Source: an optimization exercise on an open RTL-to-GDS flow (aim: a short achievable clock period and few clock cycles). Production flows keep margins and buffers that such runs may drop. No driver is modelled on the clock port, so clock power and skew are understated where the tree is cut down; a real chip needs a root buffer or a tree. Power and IR drop assume default switching activity.

== willow ==
==> flow/design.v <==
module mover(
    input MOVE_START,
    input[7:0] MOVE_NUM,
    input[31:0] SOURCE_ADDR,
    input[31:0] DEST_ADDR,
    output MOVE_DONE,
    output reg RD_START,
    output reg [31:0] RD_ADDR,
    input[127:0] RD_DATA,
    input RD_DONE,
    output reg WR_START,
    output reg [31:0] WR_ADDR,
    output reg [127:0] WR_DATA,
    input WR_DONE,
    input ACLK,
    input ARESETN
);
    localparam integer CAP = 4;
    reg [127:0]   mem [0:CAP-1];
    reg [CAP-1:0] wsel;         
    reg [CAP-1:0] rsel;         
    reg [CAP-1:0] cnt;          
    reg [CAP-1:0] occ;          
    reg [7:0]     rd_left;      
    reg           rd_left_nz;   
    reg           rd_ok;        
    reg           rd_busy;      
    reg           wr_busy;      
    reg [7:0]     wr_left;      
    reg           wr_last;      
    reg           wr_done_d;    
    reg           rd_req;       
    reg           wr_req;       
    reg           done_r;
    reg [31:4]    rd_addr_q;    
    reg [31:4]    wr_addr_q;    
    assign MOVE_DONE = done_r;
    reg [127:0] head;
    integer i;
    always @(*) begin
        head = 128'd0;
        for (i = 0; i < CAP; i = i + 1)
            head = head | (mem[i] & {128{rsel[i]}});
    end
    wire nonempty = cnt[0];
    wire full     = cnt[CAP-1];
    wire rd_go = MOVE_START | (rd_ok & (~rd_busy | RD_DONE));
    wire wr_go = (~wr_busy | WR_DONE) & (nonempty | RD_DONE);
    wire [7:0]  wr_left_m1 = wr_left - 8'd1;
    wire [31:4] rd_addr_p1 = rd_addr_q + 28'd1;
    wire [31:4] wr_addr_p1 = wr_addr_q + 28'd1;
    always @(posedge ACLK) begin
        for (i = 0; i < CAP; i = i + 1)
            if (wsel[i] & ~full) mem[i] <= RD_DATA;
        WR_DATA <= nonempty ? head : RD_DATA;
    end
    always @(posedge ACLK or negedge ARESETN) begin
        if (!ARESETN) begin
            RD_START   <= 1'b0;
            WR_START   <= 1'b0;
            done_r     <= 1'b0;
            wsel       <= {{(CAP-1){1'b0}}, 1'b1};
            rsel       <= {{(CAP-1){1'b0}}, 1'b1};
            cnt        <= {CAP{1'b0}};
            occ        <= {CAP{1'b0}};
            rd_left    <= 8'd0;
            rd_left_nz <= 1'b0;
            rd_ok      <= 1'b0;
            rd_busy    <= 1'b0;
            wr_busy    <= 1'b0;
            wr_left    <= 8'd0;
            wr_last    <= 1'b0;
            wr_done_d  <= 1'b0;
            rd_addr_q  <= 28'd0;
            wr_addr_q  <= 28'd0;
        end else begin
            RD_START   <= rd_go;
            WR_START   <= wr_go;
            done_r     <= WR_DONE & wr_last;
            rd_busy    <= rd_go | (rd_busy & ~RD_DONE);
            wr_busy    <= wr_go | (wr_busy & ~WR_DONE);
            if (rd_go & ~wr_go)
                occ <= {occ[CAP-2:0], 1'b1};
            else if (wr_go & ~rd_go)
                occ <= {1'b0, occ[CAP-1:1]};
            if (RD_DONE & ~wr_go)
                cnt <= {cnt[CAP-2:0], 1'b1};
            else if (wr_go & ~RD_DONE)
                cnt <= {1'b0, cnt[CAP-1:1]};
            if (RD_DONE) wsel <= {wsel[CAP-2:0], wsel[CAP-1]};
            if (wr_go)   rsel <= {rsel[CAP-2:0], rsel[CAP-1]};
            if (MOVE_START) begin
                rd_left    <= MOVE_NUM - 8'd1;
                rd_left_nz <= (MOVE_NUM != 8'd1);
            end else if (rd_go) begin
                rd_left    <= rd_left - 8'd1;
                rd_left_nz <= (rd_left != 8'd1);
            end
            rd_ok      <= rd_left_nz & (~occ[CAP-1] | wr_go);
            wr_done_d  <= WR_DONE;
            if (MOVE_START) begin
                wr_left <= MOVE_NUM;
                wr_last <= (MOVE_NUM == 8'd1);
            end else if (wr_done_d) begin
                wr_left <= wr_left_m1;
                wr_last <= (wr_left == 8'd2);
            end
            if (MOVE_START)
                rd_addr_q <= SOURCE_ADDR[31:4];
            else if (rd_req)
                rd_addr_q <= rd_addr_p1;
            if (MOVE_START)
                wr_addr_q <= DEST_ADDR[31:4];
            else if (wr_req)
                wr_addr_q <= wr_addr_p1;
        end
    end
    always @(posedge ACLK) begin
        rd_req <= rd_go;
        wr_req <= wr_go;
    end
    always @(posedge ACLK) begin
        if (MOVE_START) begin
            RD_ADDR <= SOURCE_ADDR;
            WR_ADDR <= DEST_ADDR;
        end else begin
            if (rd_req) RD_ADDR[31:4] <= rd_addr_p1;
            if (wr_req) WR_ADDR[31:4] <= wr_addr_p1;
        end
    end
endmodule
clock: 5.0 ns
lec_check: 0
cap_margin: 20
core_area: 6 6 234 234
die_area: 0 0 240 240
setup_slack_margin: 3.3
slew_margin: 20
tns_end_percent: 10
standard.sh (not shown) runs the stock make flow with config.mk's settings and CLKGATE_MAP_FILE= SYNTH_SCRIPT=/design/flow/synth_recipe.tcl, a recipe that flattens the netlist after the stock synthesis.
==> flow/flow/run.sh <==
#!/bin/bash
# Layout: the standard flow (standard.sh), except that the clock tree is
# built by flow/clocktree.tcl, which ORFS's CTS step sources before its own
# clock_tree_synthesis call (PRE_CTS_TCL) and which stands in for it.
set -euo pipefail
export PRE_CTS_TCL="$PWD/flow/clocktree.tcl"
bash standard.sh finish > standard.log 2>&1
Other scripts of this flow, unchanged in this note and not shown: flow/flow/clocktree.tcl
willow: done, clean on timing, DRC and antenna
The following lists how indigo was set up differently from willow:
- TNS_END_PERCENT removed (was 10)
- CORE_AREA changed from 6 6 234 234 to 6 6 254 254
- DIE_AREA changed from 0 0 240 240 to 0 0 260 260
## What came out
- Diff indigo..willow | synthesized cell count | unchanged
- Relative to willow, cell area increased by about 3.4% in indigo.
- indigo and willow ended up with nearly the same detailed placer's ending HPWL.
- Any difference in proportion of power drawn by the clock network between willow and indigo is small enough to ignore.
- Status | indigo and willow | clean
No functional check of the RTL was part of any run of this note. No run of this note takes its clock network from TritonCTS; it comes from the design's own scripts or RTL.

what the ideal ports hide:
No port has a modelled driver above. Below, the same layouts with a new extraction and two added sets of constraints. Step 1, drivers: a clkbuf_16 drives ACLK and a buf_2 each remaining input, both assumed. Step 2 times the ports against the registers' clock, not the clock port: input delays grow and output delays shrink by t, the midpoint of the rising clock arrivals with the driver on. Slacks: ideal / step 1 / step 2; pairs: ideal / step 1.
run	t, ns	setup slack, ns	worst setup path after step 2	slew at the worst register clock pin (ns)	worst data-port slew with drivers (ns)
willow	0.502	2.812 / 2.571 / 2.518	input to register	0.11 / 0.11	0.11
indigo	0.510	2.783 / 2.852 / 2.481	input to register	0.12 / 0.12	0.23
After both steps every run listed still meets setup and hold. For indigo, which loses most, drivers alone change the setup slack by +0.069 ns; drivers and shift together by -0.302 ns.
